Background: an optimization exercise with open tools, aiming at small area, a short achievable clock period and few clock cycles. Do not read the settings as production practice. Where RTL was checked, it was by simulation tests only, not by an equivalence proof against the original. Power figures rest on the tool's default switching activity, not on a simulated workload.

// crack
module crack(input logic clk, input logic rst_n,
             input logic en, output logic rdy,
             input logic [23:0] key_start,
             output logic [23:0] key, output logic key_valid,
             output logic [7:0] ct_addr, input logic [7:0] ct_rddata);
    localparam logic [1:0] IDLE = 2'd0, RUN = 2'd1, DONE = 2'd2;
    logic [1:0] state;
    logic [9:0] cnt;
    logic [1:0] m3;              
    logic [7:0] q, v, ksq, ctq;
    logic [7:0] kn0;             
    logic [9:0] tlast;           
    logic init, rot, ksa, check, reject, keymax;
    logic [7:0] si, sj, ks, a255, kb;
    logic [7:0] pt;
    logic good;
    assign ksa    = (cnt >= 10'd1) && (cnt <= 10'd256);
    assign rot    = (cnt == 10'd257);
    assign check  = (state == RUN) && (cnt >= 10'd260);
    assign pt     = ksq ^ ctq;
    assign good   = (pt >= 8'h20) && (pt <= 8'h7E);
    assign keymax = (key == 24'hFFFFFF);
    assign reject = check && !good && !keymax;
    assign init   = (state == IDLE) || reject;
    s_mem s(.clk(clk), .init(init), .rot(rot), .q(q), .v(v),
            .a0(si), .a255(a255), .sj(sj), .ks(ks));
    always_comb begin
        case (m3)
            2'd0:    kb = key[23:16];
            2'd1:    kb = key[15:8];
            default: kb = key[7:0];
        endcase
    end
    always_ff @(posedge clk) begin
        ksq <= ks;
        ctq <= ct_rddata;
        v <= si - cnt[7:0];
        kn0 <= key[23:16] + {7'd0, key[15:0] == 16'hFFFF} - 8'd1;
        if (state == IDLE)
            q <= key_start[23:16] - 8'd1;
        else if (reject)
            q <= kn0;
        else if (ksa)
            q <= q + si + (kb - 8'd1);
        else if (rot)
            q <= 8'hFE;
        else
            q <= q + si - 8'd1;
        if (init)
            m3 <= 2'd1;
  ...
Size: about 10000 cells after synthesis, about 69 I/O pins, about 94000 sq um of cells after synthesis.
clock: 10.0 ns
lec_check: 0
cap_margin: 20
core_margin: 2
core_utilization: 30
place_density: 0.35
slew_margin: 20
standard.sh (not shown) runs the stock make flow with config.mk's settings and CLKGATE_MAP_FILE= SYNTH_SCRIPT=/design/flow/synth_recipe.tcl, a recipe that flattens the netlist after the stock synthesis.
==> flow/flow/run.sh <==
#!/bin/bash
# Own flow: the standard layout, with one change to synthesis: the ABC step
# uses Yosys's default mapping script (see abc.tcl). Everything else, including
# the rest of the synthesis script and all layout steps, is standard.sh's.
set -euo pipefail
W=$(pwd)
cat flow/abc.tcl synth_recipe.tcl > my_synth.tcl
sed "s|SYNTH_SCRIPT=[^ ]*|SYNTH_SCRIPT=$W/my_synth.tcl|" standard.sh > my_standard.sh
grep -q "SYNTH_SCRIPT=$W/my_synth.tcl" my_standard.sh
bash my_standard.sh > flow_make.log 2>&1
==> flow/flow/abc.tcl <==
# Technology mapping with Yosys's default ABC script (delay target 4 ns) instead of
# ORFS's: same arguments otherwise (liberty, don't-use cells, constraints).
proc abc {args} {
  set out [list]
  for {set i 0} {$i < [llength $args]} {incr i} {
    set a [lindex $args $i]
    if {$a eq "-script" || $a eq "-D"} { incr i; continue }
    lappend out $a
  }
  yosys abc {*}$out -D 4000
}
The baseline died in global routing (5_1_grt), error GRT-0116.
Edit:
SETUP_SLACK_MARGIN = 2   (was not set)
Effect:
- The changed run did not get past global routing (5_1_grt)
- area after synthesis does not change
- synthesized cell count does not change
No run of this note included a check of the RTL's function; only the layout flow was run.

========
## try-raven
The RTL this note starts from:
==> flow/design.v <==
module s_mem(input logic clk,
             input logic init,
             input logic [15:0] wlo, input logic [15:0] whi, input logic w0,
             input logic [15:0] ulo, input logic [15:0] uhi, input logic u0,
             output logic [7:0] a0,      
             output logic [7:0] a1,      
             output logic [7:0] a255,    
             output logic [7:0] sj,      
             output logic [7:0] ks);     
    logic [7:0] sw [0:255];
    logic [15:0] whi_e;
    assign whi_e = whi & {16{!init}};
    logic [255:0] e, f, ne, nf;
    always_comb begin
        for (int p = 0; p < 256; p++) begin
            e[p] = wlo[(p + 1) % 16] && whi_e[((p + 1) % 256) / 16];           
            f[p] = !(wlo[(p + 1) % 16] && whi[((p + 1) % 256) / 16]) && !init;  
            ne[p] = !e[p];
            nf[p] = !f[p];
        end
    end
    logic [7:0] ga_ev [0:15];
    logic [7:0] ga_od [0:15];
    logic [7:0] gb_ev [0:15];
    logic [7:0] gb_od [0:15];
    logic [7:0] sj_ev, sj_od, ks_ev, ks_od;
    always_comb begin
        for (int h = 0; h < 16; h++) begin
            ga_ev[h] = 8'h00; ga_od[h] = 8'h00;
            gb_ev[h] = 8'h00; gb_od[h] = 8'h00;
            for (int l = 0; l < 16; l += 2) begin
                ga_ev[h] = ga_ev[h] | ({8{wlo[l]}} & sw[16 * h + l]);
                ga_od[h] = ga_od[h] | ({8{wlo[l + 1]}} & sw[16 * h + l + 1]);
                gb_ev[h] = gb_ev[h] | ({8{ulo[l]}} & sw[16 * h + l]);
                gb_od[h] = gb_od[h] | ({8{ulo[l + 1]}} & sw[16 * h + l + 1]);
            end
        end
        sj_ev = 8'h00; sj_od = 8'h00;
        ks_ev = 8'h00; ks_od = 8'h00;
        for (int h = 0; h < 16; h++) begin
            sj_ev = sj_ev | ({8{whi[h]}} & ga_ev[h]);
            sj_od = sj_od | ({8{whi[h]}} & ga_od[h]);
            ks_ev = ks_ev | ({8{uhi[h]}} & gb_ev[h]);
            ks_od = ks_od | ({8{uhi[h]}} & gb_od[h]);
        end
    end
    assign sj = w0 ? ~sj_od : sj_ev;
    assign ks = u0 ? ~ks_od : ks_ev;
    logic [7:0] a0_t, a0_n;
    assign a0_t = sw[0];
    assign a0_n = ~sw[0];
    assign a0 = a0_t;
    assign a1 = ~sw[1];
    assign a255 = ~sw[255];
    genvar g, b;
    generate
        for (g = 0; g < 255; g++) begin : g_word
            for (b = 0; b < 8; b++) begin : g_bit
                localparam bit INIT1 = ((g >> b) & 1) != (g & 1);
                logic x;
                assign x = (g & 1) ? a0_t[b] : a0_n[b];
                always_ff @(posedge clk)
                    if (INIT1) sw[g][b] <= !((e[g] && x) || (f[g] && sw[g + 1][b]));
                    else       sw[g][b] <= !((ne[g] || x) && (nf[g] || sw[g + 1][b]));
            end
        end
    endgenerate
    always_ff @(posedge clk)
        if (init) sw[255] <= 8'd0;
        else      sw[255] <= ~sj;
endmodule
module crack(input logic clk, input logic rst_n,
             input logic en, output logic rdy,
             input logic [23:0] key_start,
             output logic [23:0] key, output logic key_valid,
             output logic [7:0] ct_addr, input logic [7:0] ct_rddata);
    localparam logic [1:0] IDLE = 2'd0, RUN = 2'd2, DONE = 2'd3;
    logic [1:0] state;
    logic [9:0] cnt;
    logic [1:0] m3;              
    logic [7:0] w, vm, ksq, ctq;
    logic [7:0] kbm;             
    logic [15:0] wlo, whi, ulo, uhi;
    logic u0;
    logic [9:0] tlast;           
    logic chk, last, keymax;     
    logic wspec;                 
    logic init, reject, initn;
    logic [7:0] si, s1, sj, ks, a255, kbn, wn, wsum, us, wm1, u2;
    logic [7:0] pt;
    logic good;
    logic [1:0] m3n;
    logic [9:0] cntn;
    logic [1:0] staten;
    assign pt     = ksq ^ ctq;
    assign good   = (pt >= 8'h20) && (pt <= 8'h7E);
    assign reject = chk && !good && !keymax;
    assign initn  = ((state == IDLE) && en) || reject;
    s_mem s(.clk(clk), .init(init),
            .wlo(wlo), .whi(whi), .w0(w[0]),
            .ulo(ulo), .uhi(uhi), .u0(u0),
            .a0(si), .a1(s1), .a255(a255), .sj(sj), .ks(ks));
    always_comb begin
        staten = state;
        cntn = cnt;
        case (state)
            IDLE: if (en) begin staten = RUN; cntn = 10'd0; end
            RUN: begin
                if (chk && !good) begin
                    if (keymax) staten = DONE;
                    else cntn = 10'd0;
                end else if (last) begin
                    staten = DONE;
                end else begin
                    cntn = cnt + 10'd1;
                end
            end
            default: ;
        endcase
    end
    assign m3n = init ? 2'd1 : (m3 == 2'd2) ? 2'd0 : m3 + 2'd1;
    always_comb begin
        if (cntn <= 10'd255) begin
            case (m3n)
                2'd0:    kbn = key[23:16] - 8'd1;
                2'd1:    kbn = key[15:8] - 8'd1;
                default: kbn = key[7:0] - 8'd1;
            endcase
        end else
            kbn = 8'hFF;
    end
    assign wsum = (w == 8'd1) ? (w + kbm + si) : (w + kbm + s1);
    always_comb begin
        if (init)
            wn = key[23:16];
        else if (wspec)
            wn = 8'h00;
        else
            wn = wsum;
    end
    assign us  = vm + a255;
    assign wm1 = w - 8'd1;
    assign u2  = (us == 8'hFF) ? wm1 : (us == wm1) ? 8'hFF : us;
    always_ff @(posedge clk) begin
        w <= wn;
        for (int k = 0; k < 16; k++) begin
            wlo[k] <= (wn[3:0] == k[3:0]);
            whi[k] <= (wn[7:4] == k[3:0]);
            ulo[k] <= (u2[3:0] == k[3:0]);
            uhi[k] <= (u2[7:4] == k[3:0]);
        end
        u0 <= u2[0];
        ksq <= ks;
        ctq <= ct_rddata;
        vm <= si - cnt[7:0] - 8'd1;
        keymax <= (key == 24'hFFFFFF);
        m3 <= m3n;
        kbm <= kbn;
        wspec <= (cntn == 10'd256);
        chk <= (staten == RUN) && (cntn >= 10'd261);
        last <= (staten == RUN) && (cntn >= 10'd261) && (cntn == tlast);
        if (cnt == 10'd100)
            tlast <= {2'b00, ctq} + 10'd260;
        if (cnt >= 10'd258)
            ct_addr <= ct_addr + 8'd1;
        else
            ct_addr <= 8'd0;
    end
    always_ff @(posedge clk or negedge rst_n) begin
        if (!rst_n) begin
            state <= IDLE;
            cnt <= 10'd0;
            key <= 24'd0;
            init <= 1'b0;
            rdy <= 1'b0;
            key_valid <= 1'b0;
        end else begin
            state <= staten;
            cnt <= cntn;
            init <= initn;
            if (state == IDLE)
                key <= key_start;
            else if (reject)
                key <= key + 24'd1;
            if (state == RUN && staten == DONE) begin
                rdy <= 1'b1;
                key_valid <= good;
            end
        end
    end
endmodule
clock: 10.0 ns
lec_check: 0
cap_margin: 20
cell_pad_in_sites_global_placement: 1
core_margin: 2
core_utilization: 25
place_density: 0.31
slew_margin: 20
==> flow/flow/run.sh <==
#!/bin/bash
# Own flow: the standard layout with four changes:
#  - synthesis maps with Yosys's ABC mapping script less its buffering (abc.tcl);
#  - repair_timing aims for 6.4 ns of slack at the 10 ns clock (a 3.6 ns target);
#  - before global placement, place_array.tcl places the state array's flip-flops
#    in a grid (ORFS's PRE_GLOBAL_PLACE_SKIP_IO_TCL hook);
#  - global routing is offered less of met1 and met2 (fastroute.tcl).
# Everything else is standard.sh's. make's output goes to flow_make.log, and each
# ORFS step keeps its own log under orfs/logs.
set -euo pipefail
W=$(pwd)
cat flow/abc.tcl synth_recipe.tcl > my_synth.tcl
sed -e "s|SYNTH_SCRIPT=[^ ]*|SYNTH_SCRIPT=$W/my_synth.tcl PRE_GLOBAL_PLACE_SKIP_IO_TCL=$W/flow/place_array.tcl SETUP_SLACK_MARGIN=6.4 FASTROUTE_TCL=$W/flow/fastroute.tcl|" standard.sh > my_standard.sh
grep -q "SYNTH_SCRIPT=$W/my_synth.tcl" my_standard.sh
bash my_standard.sh > flow_make.log 2>&1
==> flow/flow/abc.tcl <==
# Technology mapping with Yosys's ABC mapping script (delay target 2.5 ns) without its
# buffering and sizing steps (the resizer does those later) instead of ORFS's script;
# same arguments otherwise (liberty, don't-use cells, constraints).
proc abc {args} {
  set out [list]
  for {set i 0} {$i < [llength $args]} {incr i} {
    set a [lindex $args $i]
    if {$a eq "-script" || $a eq "-D"} { incr i; continue }
    lappend out $a
  }
  yosys abc -script "+strash;&get,-n;&fraig,-x;&put;scorr;dc2;dretime;strash;&get,-n;&dch,-f;&nf,{D};&put" {*}$out -D 2500
}
==> flow/flow/fastroute.tcl <==
# Global routing layers as the platform's fastroute.tcl sets them, but with less of
# met1 and met2 offered to the global router, so that more of the routing goes to
# met3 and met4 and the cell pins on met1 stay reachable for the detailed router.
set_global_routing_layer_adjustment $::env(MIN_ROUTING_LAYER)-$::env(MAX_ROUTING_LAYER) 0.2
set_global_routing_layer_adjustment met1 0.6
set_global_routing_layer_adjustment met2 0.4

set_routing_layers -clock $::env(MIN_CLK_ROUTING_LAYER)-$::env(MAX_ROUTING_LAYER)
set_routing_layers -signal $::env(MIN_ROUTING_LAYER)-$::env(MAX_ROUTING_LAYER)
==> flow/flow/place_array.tcl <==
# Structured placement of the state array's flip-flops, run before global placement.
# The 256 words sit in a 16 x 16 grid of tiles: 16 blocks of 4 x 4, one per upper
# address nibble (the read ports' first level), in snake order, so that word p and
# word p+1 (which feeds it) are mostly neighbours; a word's 8 bits are stacked in the
# middle of its tile, one per row. The flip-flops are fixed (FIRM) so that global
# placement puts each bit's logic and the read trees around them.
set block [ord::get_db_block]
set core [$block getCoreArea]
set cx0 [$core xMin]; set cy0 [$core yMin]; set cx1 [$core xMax]; set cy1 [$core yMax]

# rows by y
set rowlist {}
foreach row [$block getRows] {
  set bb [$row getBBox]
  lappend rowlist [list [$bb yMin] [$bb xMin] [$bb xMax] [$row getOrient] [[$row getSite] getWidth] [[$row getSite] getHeight]]
}
set rowlist [lsort -integer -index 0 $rowlist]
set nrows [llength $rowlist]
set sitew [lindex [lindex $rowlist 0] 4]
set rowh [lindex [lindex $rowlist 0] 5]

# occupied sites of each row (tap cells and anything already placed)
array unset ::occ; array set ::occ {}
foreach inst [$block getInsts] {
  if {[lsearch {PLACED FIRM LOCKED COVER} [$inst getPlacementStatus]] < 0} { continue }
  set bb [$inst getBBox]
  set ri [expr {([$bb yMin] - [lindex [lindex $rowlist 0] 0]) / $rowh}]
  if {$ri < 0 || $ri >= $nrows} { continue }
  set rx0 [lindex [lindex $rowlist $ri] 1]
  for {set s [expr {([$bb xMin] - $rx0) / $sitew}]} {$s < ([$bb xMax] - $rx0 + $sitew - 1) / $sitew} {incr s} {
    set ::occ($ri,$s) 1
  }
}

proc free_span {ri s w} {
  # keep two free sites on each side
  for {set k -2} {$k <= $w + 1} {incr k} {
    if {[info exists ::occ($ri,[expr {$s + $k}])]} { return 0 }
  }
  return 1
}

set tw [expr {($cx1 - $cx0) / 16.0}]
set th [expr {($cy1 - $cy0) / 16.0}]
set rows_per_tile [expr {int($th / $rowh)}]
set placed 0
foreach inst [$block getInsts] {
  set name [$inst getName]
  if {![regexp {^s\.sw\\?\[([0-9]+)\\?\]\\?\[([0-9]+)\\?\]} $name -> p b]} { continue }
  # 16 blocks of 4 x 4 tiles, one block per upper address nibble; snake order
  # within a block and from block to block
  set h [expr {$p / 16}]; set l [expr {$p % 16}]
  set br [expr {$h / 4}]; set bc [expr {($br % 2 == 0) ? ($h % 4) : (3 - $h % 4)}]
  set lr [expr {$l / 4}]; set lc [expr {($lr % 2 == 0) ? ($l % 4) : (3 - $l % 4)}]
  set R [expr {4 * $br + $lr}]
  set C [expr {4 * $bc + $lc}]
  set w [expr {([[$inst getMaster] getWidth] + $sitew - 1) / $sitew}]
  # tile origin; bits in rows centred in the tile
  set r0 [expr {int(($cy0 + $R * $th - [lindex [lindex $rowlist 0] 0]) / $rowh) + ($rows_per_tile - 8) / 2}]
  set ri [expr {$r0 + $b}]
  if {$ri >= $nrows} { set ri [expr {$nrows - 1}] }
  set row [lindex $rowlist $ri]
  set rx0 [lindex $row 1]
  set target [expr {int(($cx0 + ($C + 0.5) * $tw - $rx0) / $sitew) - $w / 2}]
  set found -1
  for {set d 0} {$d < 200} {incr d} {
    foreach s [list [expr {$target + $d}] [expr {$target - $d}]] {
      if {$s >= 0 && ($rx0 + ($s + $w) * $sitew) <= [lindex $row 2] && [free_span $ri $s $w]} { set found $s; break }
    }
    if {$found >= 0} { break }
  }
  if {$found < 0} { continue }
  for {set k 0} {$k < $w} {incr k} { set ::occ($ri,[expr {$found + $k}]) 1 }
  $inst setOrient [lindex $row 3]
  $inst setLocation [expr {$rx0 + $found * $sitew}] [lindex $row 0]
  $inst setPlacementStatus FIRM
  incr placed
}
puts "place_array: fixed $placed state flip-flops in a 16x16 tile grid"
try-raven was carried through to the last stage, and its layout satisfied the timing, DRC and antenna checks.
Testbench counts of try-raven, summed over its fixed seeds: cycles 482,772.
> inputs changed (try-raven -> try-zinc)
==> flow/flow/run.sh <==
#!/bin/bash
# Own flow: the standard layout with four changes:
#  - synthesis maps with Yosys's ABC mapping script less its buffering (abc.tcl);
#  - repair_timing aims for 6 ns of slack at the 10 ns clock (a 4 ns target);
#  - before global placement, place_array.tcl places the state array's flip-flops
#    in a grid (ORFS's PRE_GLOBAL_PLACE_SKIP_IO_TCL hook);
#  - global routing is offered less of met1 and met2 (fastroute.tcl).
# Everything else is standard.sh's. make's output goes to flow_make.log, and each
# ORFS step keeps its own log under orfs/logs.
set -euo pipefail
W=$(pwd)
cat flow/abc.tcl synth_recipe.tcl > my_synth.tcl
sed -e "s|SYNTH_SCRIPT=[^ ]*|SYNTH_SCRIPT=$W/my_synth.tcl PRE_GLOBAL_PLACE_SKIP_IO_TCL=$W/flow/place_array.tcl SETUP_SLACK_MARGIN=6 FASTROUTE_TCL=$W/flow/fastroute.tcl|" standard.sh > my_standard.sh
grep -q "SYNTH_SCRIPT=$W/my_synth.tcl" my_standard.sh
bash my_standard.sh > flow_make.log 2>&1
### Flow results
try-zinc did not stop at any stage, and its layout met the timing, DRC and antenna checks.
try-zinc: share of cell area taken by flip-flops and latches higher than try-raven
Comparing the two runs side by side, try-zinc comes out ahead of try-raven on total power after layout.
Post-layout worst setup margin (try-zinc over try-raven): increase, 0.014 ns
Max total global routing track utilization across try-raven and try-zinc: try-raven
Here is what was changed in the inputs of try-sierra compared with try-zinc.
Settings: CTS_BUF_LIST now sky130_fd_sc_hd__clkbuf_4 sky130_fd_sc_hd__clkbuf_8, previously not set; CTS_CLUSTER_DIAMETER now 80, previously not set; PLACE_DENSITY now 0.38, was 0.31; CORE_UTILIZATION now 32, was 25; CTS_CLUSTER_SIZE now 20, previously not set.
==> flow/flow/run.sh <==
#!/bin/bash
# Own flow: the standard layout with four changes:
#  - synthesis maps with Yosys's ABC mapping script less its buffering (abc.tcl);
#  - repair_timing aims for 6.3 ns of slack at the 10 ns clock (a 3.7 ns target);
#  - before global placement, place_array.tcl places the state array's flip-flops
#    in a grid (ORFS's PRE_GLOBAL_PLACE_SKIP_IO_TCL hook);
#  - global routing is offered less of met1 and met2 (fastroute.tcl).
# Everything else is standard.sh's. make's output goes to flow_make.log, and each
# ORFS step keeps its own log under orfs/logs.
set -euo pipefail
W=$(pwd)
cat flow/abc.tcl synth_recipe.tcl > my_synth.tcl
sed -e "s|SYNTH_SCRIPT=[^ ]*|SYNTH_SCRIPT=$W/my_synth.tcl PRE_GLOBAL_PLACE_SKIP_IO_TCL=$W/flow/place_array.tcl SETUP_SLACK_MARGIN=6.3 FASTROUTE_TCL=$W/flow/fastroute.tcl|" standard.sh > my_standard.sh
grep -q "SYNTH_SCRIPT=$W/my_synth.tcl" my_standard.sh
bash my_standard.sh > flow_make.log 2>&1
==> flow/flow/fastroute.tcl <==
# Global routing layers as the platform's fastroute.tcl sets them, but with less of
# met1 and met2 offered to the global router, so that more of the routing goes to
# met3 and met4 and the cell pins on met1 stay reachable for the detailed router.
set_global_routing_layer_adjustment $::env(MIN_ROUTING_LAYER)-$::env(MAX_ROUTING_LAYER) 0.2
set_global_routing_layer_adjustment met1 0.65
set_global_routing_layer_adjustment met2 0.45

set_routing_layers -clock $::env(MIN_CLK_ROUTING_LAYER)-$::env(MAX_ROUTING_LAYER)
set_routing_layers -signal $::env(MIN_ROUTING_LAYER)-$::env(MAX_ROUTING_LAYER)
## What came out
- For number of placement rows, dividing the value from try-sierra by the value from try-zinc gives 0.885.
- Out of try-sierra and try-zinc, the only run to close with the timing, DRC and antenna checks passing was try-zinc.
- try-zinc → try-sierra: area of the mapped netlist shows no meaningful change, level count of the clock H-tree fell 1, post-cts sizing count went up 194, setup slack after placement dropped 0.27 ns, number of buffers created by CTS decreased by 118 relative to the old numbers.
> inputs changed (try-sierra -> try-indigo)
Settings: CELL_PAD_IN_SITES_DETAIL_PLACEMENT: unset -> 1; CORE_UTILIZATION: 32 -> 30; PLACE_DENSITY: 0.38 -> 0.36.
==> flow/flow/run.sh <==
#!/bin/bash
# Own flow: the standard layout with three changes:
#  - synthesis maps with Yosys's default ABC script (abc.tcl) instead of ORFS's;
#  - repair_timing aims for 6 ns of slack at the 10 ns clock (a 4 ns target);
#  - before global placement, place_array.tcl places the state array's flip-flops
#    in a grid (ORFS's PRE_GLOBAL_PLACE_SKIP_IO_TCL hook).
# Everything else is standard.sh's. make's output goes to flow_make.log, and each
# ORFS step keeps its own log under orfs/logs.
set -euo pipefail
W=$(pwd)
cat flow/abc.tcl synth_recipe.tcl > my_synth.tcl
sed -e "s|SYNTH_SCRIPT=[^ ]*|SYNTH_SCRIPT=$W/my_synth.tcl PRE_GLOBAL_PLACE_SKIP_IO_TCL=$W/flow/place_array.tcl SETUP_SLACK_MARGIN=6|" standard.sh > my_standard.sh
grep -q "SYNTH_SCRIPT=$W/my_synth.tcl" my_standard.sh
bash my_standard.sh > flow_make.log 2>&1
==> flow/flow/abc.tcl <==
# Technology mapping with Yosys's default ABC script (delay target 2.5 ns) instead of
# ORFS's: same arguments otherwise (liberty, don't-use cells, constraints).
proc abc {args} {
  set out [list]
  for {set i 0} {$i < [llength $args]} {incr i} {
    set a [lindex $args $i]
    if {$a eq "-script" || $a eq "-D"} { incr i; continue }
    lappend out $a
  }
  yosys abc {*}$out -D 2500
}
-- flow/flow/place_array.tcl --
<<< try-sierra, line 34

proc free_span {ri s w} {
  # keep two free sites on each side
  for {set k -2} {$k <= $w + 1} {incr k} {
    if {[info exists ::occ($ri,[expr {$s + $k}])]} { return 0 }
  }
>>> try-indigo, line 34

proc free_span {ri s w} {
  # keep one free site on each side
  for {set k -1} {$k <= $w} {incr k} {
    if {[info exists ::occ($ri,[expr {$s + $k}])]} { return 0 }
  }
removed: flow/flow/fastroute.tcl
Results
Fraction of synthesized cell area in xor and xnor cells: try-sierra vs try-indigo, no meaningful difference
try-indigo ended with more number of unique standard cell types used by synthesis than try-sierra.
For post-synthesis share of cell area spent on full adders, half adders and majority gates, try-sierra and try-indigo come out practically identical.
try-indigo vs try-sierra: area share of and/or/nand/nor cells after synthesis down in try-indigo
Re mapped cell area: try-indigo is about 4.4% up on try-sierra.
On synthesized cell count: between try-sierra and try-indigo, it ends up lower for try-sierra.
Chip width, try-sierra and try-indigo: lower on try-sierra
In the summary table, try-indigo is marked failed, with error DPL-0033 raised in detailed placement (3_5_place_dp).
try-indigo vs try-sierra — floorplan die height climbed by a few percent

port drivers added, routing unchanged:
No port has a modelled driver above. Below, the same layouts with a new extraction and two added sets of constraints. Step 1 (the two cells are an assumption about what drives the block):
set clk [get_ports {clk}]
set_driving_cell -lib_cell sky130_fd_sc_hd__clkbuf_16 $clk
set_driving_cell -lib_cell sky130_fd_sc_hd__buf_2 [delete_from_list [all_inputs] $clk]
Step 2, shift: input delay + t, output delay - t, t = (earliest + latest rising clock arrival at the registers) / 2. This alone moves slack from input paths to output paths. Three values: no drivers, after step 1, after step 2; two values: the first two.
run	shift t [ns]	setup slack, ns	slew at the worst register clock pin (ns)	cell pins on the clock port's net
try-raven	1.109	5.660 / 5.660 / 5.602	0.06 / 0.06	1
try-zinc	1.082	5.674 / 5.674 / 5.501	0.07 / 0.07	1
After both steps setup and hold are still met in every run listed. For try-zinc, which loses most, drivers alone change the setup slack by 0.000 ns; drivers and shift together by -0.173 ns.
